What follows belongs to an exercise in optimizing a design on an open flow for small area; a production flow would make more cautious choices. The RTL was checked by simulation tests, not by an equivalence proof against the original design.

Setup of cedar:
// dct_1d
module dct_1d(
    input clk,
    input rst_n,
    input enable,
    input signed [9:0] x0, input signed [9:0] x1, input signed [9:0] x2, input signed [9:0] x3,
    input signed [9:0] x4, input signed [9:0] x5, input signed [9:0] x6, input signed [9:0] x7,
    output reg signed [10:0] y0, output reg signed [10:0] y1, output reg signed [10:0] y2, output reg signed [10:0] y3,
    output reg signed [10:0] y4, output reg signed [10:0] y5, output reg signed [10:0] y6, output reg signed [10:0] y7,
    output valid
);
reg [1:0] vp;
always @(posedge clk) if (!rst_n) vp <= 2'd0; else vp <= {vp[0:0], enable};
assign valid = vp[1];
wire a0, a1; ha_cell u_a0 (.a(x0[0]), .b(x7[0]), .s(a0), .co(a1));
wire a2, a3; fa_cell u_a2 (.a(x0[1]), .b(x7[1]), .c(a1), .s(a2), .co(a3));
wire a4, a5; fa_cell u_a4 (.a(x0[2]), .b(x7[2]), .c(a3), .s(a4), .co(a5));
wire a6 = x0[3] ^ x7[3];
wire a7 = x0[3] & x7[3];
wire a8 = x0[4] ^ x7[4];
wire a9 = x0[4] & x7[4];
wire a10 = x0[5] ^ x7[5];
wire a11 = x0[5] & x7[5];
wire a12 = x0[6] ^ x7[6];
wire a13 = x0[6] & x7[6];
wire a14 = x0[7] ^ x7[7];
wire a15 = x0[7] & x7[7];
wire a16 = x0[8] ^ x7[8];
wire a17 = x0[8] & x7[8];
wire a18 = x0[9] ^ x7[9];
wire a19 = x0[9] & x7[9];
wire a20 = x0[9] ^ x7[9];
  ...
For scale: ~2,900 cells after synthesis, ~180 flip-flops, roughly 170 I/O pins, roughly 0.032 sq mm of cells after synthesis.
Settings: LEC_CHECK=0, ABC_AREA=1, CAP_MARGIN=20, CORE_MARGIN=2, CORE_UTILIZATION=40, PLACE_DENSITY=0.8, SLEW_MARGIN=20, SYNTH_HIERARCHICAL=1; clock period 6.0 ns.
run.sh (not shown) runs the stock make flow with config.mk's settings and CLKGATE_MAP_FILE= SYNTH_SCRIPT=/design/flow/synth_recipe.tcl, a recipe that flattens the netlist after the stock synthesis.
cedar finished every stage and its layout cleared the timing, design-rule and antenna checks.
Inputs modified between cedar and oak:
Settings: swapping 40 for 60 in CORE_UTILIZATION.
==> run summary <==
- On die area: between cedar and oak, it ends up lower for oak.
- Comparing cedar and oak, the lower global-route usage was measured on cedar.
- Diff cedar..oak | total negative slack for setup checks | unchanged
- Summary of oak over cedar: average vias per placed instance grew by 0.47, design area shrank by 170 sq um, total inserted antenna cells shrank by 1.

---

alpha:
Starting RTL as in the previous note.
Design dct_1d, start of the top module:
module dct_1d(
    input clk,
    input rst_n,
    input enable,
    input signed [9:0] x0, input signed [9:0] x1, input signed [9:0] x2, input signed [9:0] x3,
    input signed [9:0] x4, input signed [9:0] x5, input signed [9:0] x6, input signed [9:0] x7,
    output reg signed [10:0] y0, output reg signed [10:0] y1, output reg signed [10:0] y2, output reg signed [10:0] y3,
    output reg signed [10:0] y4, output reg signed [10:0] y5, output reg signed [10:0] y6, output reg signed [10:0] y7,
    output valid
);
==> flow/config.mk <==
export PLATFORM = sky130hd
export DESIGN_NAME = dct_1d
export DESIGN_NICKNAME = dct_1d
export VERILOG_FILES = /design/flow/design.v
export SDC_FILE = /design/flow/constraint.sdc
export NUM_CORES = 4
export LEC_CHECK = 0
export ABC_AREA = 1
export CAP_MARGIN = 20
export CORE_MARGIN = 2
export CORE_UTILIZATION = 40
export SLEW_MARGIN = 20
export SYNTH_HIERARCHICAL = 1
==> flow/constraint.sdc <==
create_clock -name core_clock -period 6.0 [get_ports {clk}]
set_input_delay 1.2000 -clock core_clock [delete_from_list [all_inputs] [get_ports {clk}]]
set_output_delay 1.2000 -clock core_clock [all_outputs]
set_load 0.01 [all_outputs]
alpha finished end to end and its layout was clean on timing, DRC and antenna.
Modified inputs, beta compared to alpha
- changing CAP_MARGIN from 20 to 0
- setting PLACE_DENSITY to 0.8 for the first time
- changing SLEW_MARGIN from 20 to 0
## What came out
- beta completed end to end with timing, DRC and antenna clean.
- Weighted congestion reported at the end of routability-driven placement, beta vs alpha: up by a few percent
- Comparing alpha with beta, the minimum setup slack among reg-to-reg paths came out essentially unchanged.
- met4 as the uppermost layer routed was reported by alpha, and met5 by beta.
- beta: final period utilization 0.17 points above alpha
- In the reports for beta and alpha, the smaller worst reg-to-reg path cell count belongs to beta.
- Summary of beta over alpha: clock skew -0.013 ns, count of buffers not belonging to the clock network in the layout -4.1%, least setup slack across all paths after layout -0.010 ns.
- In the tables for beta and alpha, total vias in the final route reads lower with alpha.
- Going from alpha to beta, final instance area went down 200 um2.

---

== old ==
dct_1d again, from the RTL that the note above started with.
export LEC_CHECK = 0
export ABC_AREA = 1
export CAP_MARGIN = 20
export CORE_MARGIN = 2
export CORE_UTILIZATION = 40
export PLACE_DENSITY = 0.9
export SLEW_MARGIN = 20
export SYNTH_HIERARCHICAL = 1
create_clock -name core_clock -period 6.0 [get_ports {clk}]
old completed every stage of the flow, and the final layout passed the timing, design-rule and antenna checks.
### old -> new
# old
export LEC_CHECK = 0
export ABC_AREA = 1
export CAP_MARGIN = 20
export CORE_MARGIN = 2
export CORE_UTILIZATION = 40
export PLACE_DENSITY = 0.9
export SLEW_MARGIN = 20
export SYNTH_HIERARCHICAL = 1
create_clock -name core_clock -period 6.0 [get_ports {clk}]
# new
export LEC_CHECK = 0
export ABC_AREA = 1
export CAP_MARGIN = 0
export CORE_MARGIN = 2
export CORE_UTILIZATION = 40
export SLEW_MARGIN = 0
export SYNTH_HIERARCHICAL = 1
create_clock -name core_clock -period 6.0 [get_ports {clk}]
Results
Relative to old, new improves worst slack after detailed placement.
Compared new vs old, and wire length reported by the detailed router is down in new.
new ends up with a number of antenna violations at the first check in global routing that is 7 lower than in old.

==> separate check: timing with driven ports <==
In the flow no input, the clock included, has a driving cell. The finished layouts below were timed again as built, in two steps. Step 1: set_driving_cell puts a clkbuf_16 on clk and a buf_2 on each other input, an assumption about the parent block. Step 2 moves the port delays by t, midway between the first and last clock arrival at a register: inputs arrive t later, outputs are due t later. That takes back most of the time a late clock gives input paths. Slacks: ideal / step 1 / step 2; pairs: ideal / step 1.
| run | t (ns) | setup slack, ns | latest minus earliest clock arrival (ns) | pins driven straight from the clock port |
|---|---|---|---|---|
| cedar | 0.575 | 0.170 / 0.170 / -0.271 | 0.015 / 0.016 | 1 |
| oak | 0.563 | 0.159 / 0.159 / -0.215 | 0.021 / 0.020 | 1 |
| alpha | 0.565 | 0.180 / 0.180 / -0.239 | 0.029 / 0.029 | 1 |
| beta | 0.575 | 0.170 / 0.170 / -0.271 | 0.015 / 0.016 | 1 |
| old | 0.561 | 0.091 / 0.091 / -0.249 | 0.019 / 0.019 | 1 |
| new | 0.565 | 0.180 / 0.180 / -0.239 | 0.029 / 0.029 | 1 |
Met with ideal ports but missed after step 2: setup timing in every run listed.
